What follows belongs to an exercise in optimizing a design on an open flow for small area and a short achievable clock period; a production flow would make more cautious choices.
Function was checked by simulation only, so behaviour that the tests miss may differ from the original.
The clock port is modelled as an ideal driver, which makes a skipped or thinned clock tree look cheaper than it is; a real chip needs a root buffer or a tree.
Power figures rest on the tool's default switching activity, not on a simulated workload.

## Benes_8p
module Benes_8p (input wire [2:0] mp0, mp1, mp2, mp3, mp4, mp5, mp6, mp7,
    input clk,
    output wire [19:0] state
);
    wire [23:0] p0 = {mp7, mp6, mp5, mp4, mp3, mp2, mp1, mp0};
    wire [10:0] l_w;
    Col0_Links c0l(.p(p0), .l(l_w));
    reg [23:0] p1;
    reg [10:0] l1;
    always @(posedge clk) begin
        p1 <= p0;
        l1 <= l_w;
    end
    wire [2:0] s0_w;
    Col0_Settings c0s(.l(l1), .s0(s0_w));
    reg [2:0]  s0_2;
    reg [1:0]  s0n_2;
    reg [2:0]  m0_2;
    reg [2:1]  m1_2;
    reg [2:0]  u1_2;
    reg        l1h_2;
    reg [11:0] m47_2;
    always @(posedge clk) begin
        s0_2  <= s0_w;
        s0n_2 <= ~s0_w[2:1];
        m0_2  <= p1[2:0];
        m1_2  <= p1[5:4];
        u1_2  <= s0_w[0] ? p1[8:6] : p1[11:9];
        l1h_2 <= s0_w[0] ? p1[11]  : p1[8];
        m47_2 <= p1[23:12];
    end
    wire [3:0] t_w;
    wire [4:0] bu_w, bl_w;
    Rest_Route rr(.m0(m0_2), .m1(m1_2), .u1(u1_2), .l1h(l1h_2),
                  .m45(m47_2[5:0]), .m67(m47_2[11:6]),
                  .s(s0_2[2:1]), .sn(s0n_2), .t(t_w), .bu(bu_w), .bl(bl_w));
    wire [16:0] q_w = {t_w, s0_2, bl_w, bu_w};
    reg [16:0] q3, q4, q5, q6, q7;
    always @(posedge clk) begin
        q3 <= q_w;
        q4 <= q3;
        q5 <= q4;
        q6 <= q5;
        q7 <= q6;
    end
  ...
Settings: LEC_CHECK=0, ABC_AREA=1, CAP_MARGIN=20, CORE_MARGIN=2, CORE_UTILIZATION=65, SETUP_SLACK_MARGIN=1.0, SLEW_MARGIN=20; clock period 2.5 ns.
standard.sh (not shown) runs the stock make flow with config.mk's settings and CLKGATE_MAP_FILE= SYNTH_SCRIPT=/design/flow/synth_recipe.tcl, a recipe that flattens the netlist after the stock synthesis.
==> flow/flow/run.sh <==
#!/bin/bash
# The standard layout, with the clock tree built by flow/clock_tree.tcl (a
# tree with up to FLOW_CTS_LEAF registers per leaf buffer) in
# place of TritonCTS's.
set -euo pipefail
here=$(pwd)
export FLOW_CTS_LEAF=${FLOW_CTS_LEAF:-38}
export FLOW_CLOCK_PORT=clk
bash standard.sh "PRE_CTS_TCL=$here/flow/clock_tree.tcl" "POST_CTS_TCL=$here/flow/input_buffers.tcl" "BUFFER_PORTS_ARGS=-buffer_cell sky130_fd_sc_hd__buf_2" finish > "$here/make_finish.log" 2>&1
test -f out/final.def
Other scripts of this flow, unchanged in this note and not shown: flow/flow/clock_tree.tcl, flow/flow/input_buffers.tcl
The starting point passed the timing, DRC and antenna checks.
==> next run, changes <==
--- a/flow/config.mk
+++ b/flow/config.mk
@@ -12 +12 @@
-export SETUP_SLACK_MARGIN = 1.0
+export SETUP_SLACK_MARGIN = 1.3
The changed run produced a clean layout.
Register-to-register slack improves by 0.02 ns.
Area after synthesis is unchanged.
First-iteration DRC count grows by 7.0%.
Hold slack is about the same.
Synthesized cell count is unchanged.
Worst setup slack hardly moves.
Sequential power barely changes.
==> next run, changes <==
==> flow/flow/run.sh (replaced) <==
#!/bin/bash
# The standard layout (standard.sh: ORFS with the standard synthesis),
# with three changes passed to ORFS as make variables:
#  - flow/clock_tree.tcl (PRE_CTS_TCL) builds the clock tree in place of
#    TritonCTS: the clock port drives one leaf buffer per group of at most
#    FLOW_CTS_LEAF registers (4 groups here), so every register is two cells
#    from the port;
#  - the ports are buffered with buf_2 rather than the default cell;
#  - flow/input_buffers.tcl (POST_CTS_TCL) makes the input-port buffers buf_1,
#    since the input paths have time to spare.
# All of make's output goes to make_finish.log, and ORFS's own per-step logs
# to orfs/logs/.
set -euo pipefail
here=$(pwd)
export FLOW_CTS_LEAF=${FLOW_CTS_LEAF:-38}
export FLOW_CLOCK_PORT=clk
bash standard.sh "PRE_CTS_TCL=$here/flow/clock_tree.tcl" "POST_CTS_TCL=$here/flow/input_buffers.tcl" \
    "BUFFER_PORTS_ARGS=-buffer_cell sky130_fd_sc_hd__buf_2" finish > "$here/make_finish.log" 2>&1
test -f out/final.def
=> Final cell count stays the same; design area is unchanged; total power stays the same.
==> next run, changes <==
==> flow/flow/run.sh (replaced) <==
#!/bin/bash
# The standard layout, with the clock tree built by flow/clock_tree.tcl (a
# tree with up to FLOW_CTS_LEAF registers per leaf buffer) in
# place of TritonCTS's.
set -euo pipefail
here=$(pwd)
export FLOW_CTS_LEAF=${FLOW_CTS_LEAF:-38}
export FLOW_CLOCK_PORT=clk
bash standard.sh "PRE_CTS_TCL=$here/flow/clock_tree.tcl" "POST_CTS_TCL=$here/flow/input_buffers.tcl" "BUFFER_PORTS_ARGS=-buffer_cell sky130_fd_sc_hd__buf_2" finish > "$here/make_finish.log" 2>&1
test -f out/final.def
--- a/flow/config.mk
+++ b/flow/config.mk
@@ -11 +11 @@
-export CORE_UTILIZATION = 65
+export CORE_UTILIZATION = 58
The new run passed the timing, DRC and antenna checks.
First-iteration DRC count falls by a few percent.
Power stays flat.
Sequential share of layout area falls by 0.48 points.
Via count is lower by a few percent.
Worst hold slack barely changes.
Setup slack loses 0.0075 ns.
Critical path depth rises by 2.
==> next run, changes <==
--- a/flow/config.mk
+++ b/flow/config.mk
@@ -11 +11 @@
-export CORE_UTILIZATION = 58
+export CORE_UTILIZATION = 68
Result: The changed run went through all stages and came out clean. Via count climbs by a few percent. Final cell count came out lower by a few percent. Die area decreases by about a fifth. Sequential power hardly moves. Cell area decreases slightly. Power hardly moves. Clock power fell slightly.
In every run of this note, the design's own scripts or RTL, not TritonCTS, make the clock network.

[separate check: timing with driven ports]
Ports are ideal in the flow. The routed layouts listed here were re-timed in OpenROAD.
Step 1, drivers: a clkbuf_16 drives clk and a buf_2 each remaining input, both assumed.
Step 2 adds t to the input delays and takes it off the output delays; t is the mean of the earliest and latest rising clock arrival at the registers after step 1. Input paths then give back, and output paths get back, about the clock's delay inside the block.
a / b / c = no drivers / after step 1 / after step 2; a / b = the first two.
run	t, ns	setup WS [ns]	slew at the worst register clock pin (ns)	worst slew at a driven data input, ns
the first run	0.244	1.371 / 1.300 / 1.176	0.12 / 0.12	0.03
the second run	0.242	1.370 / 1.300 / 1.184	0.12 / 0.12	0.03
the third run	0.242	1.370 / 1.300 / 1.184	0.12 / 0.12	0.03
the fourth run	0.247	1.363 / 1.309 / 1.162	0.12 / 0.12	0.04
the fifth run	0.244	1.375 / 1.304 / 1.180	0.12 / 0.12	0.03
After both steps every run listed still meets setup and hold. The setup slack of the fourth run, which loses most, moves by -0.054 ns with the drivers and by -0.201 ns with both steps.
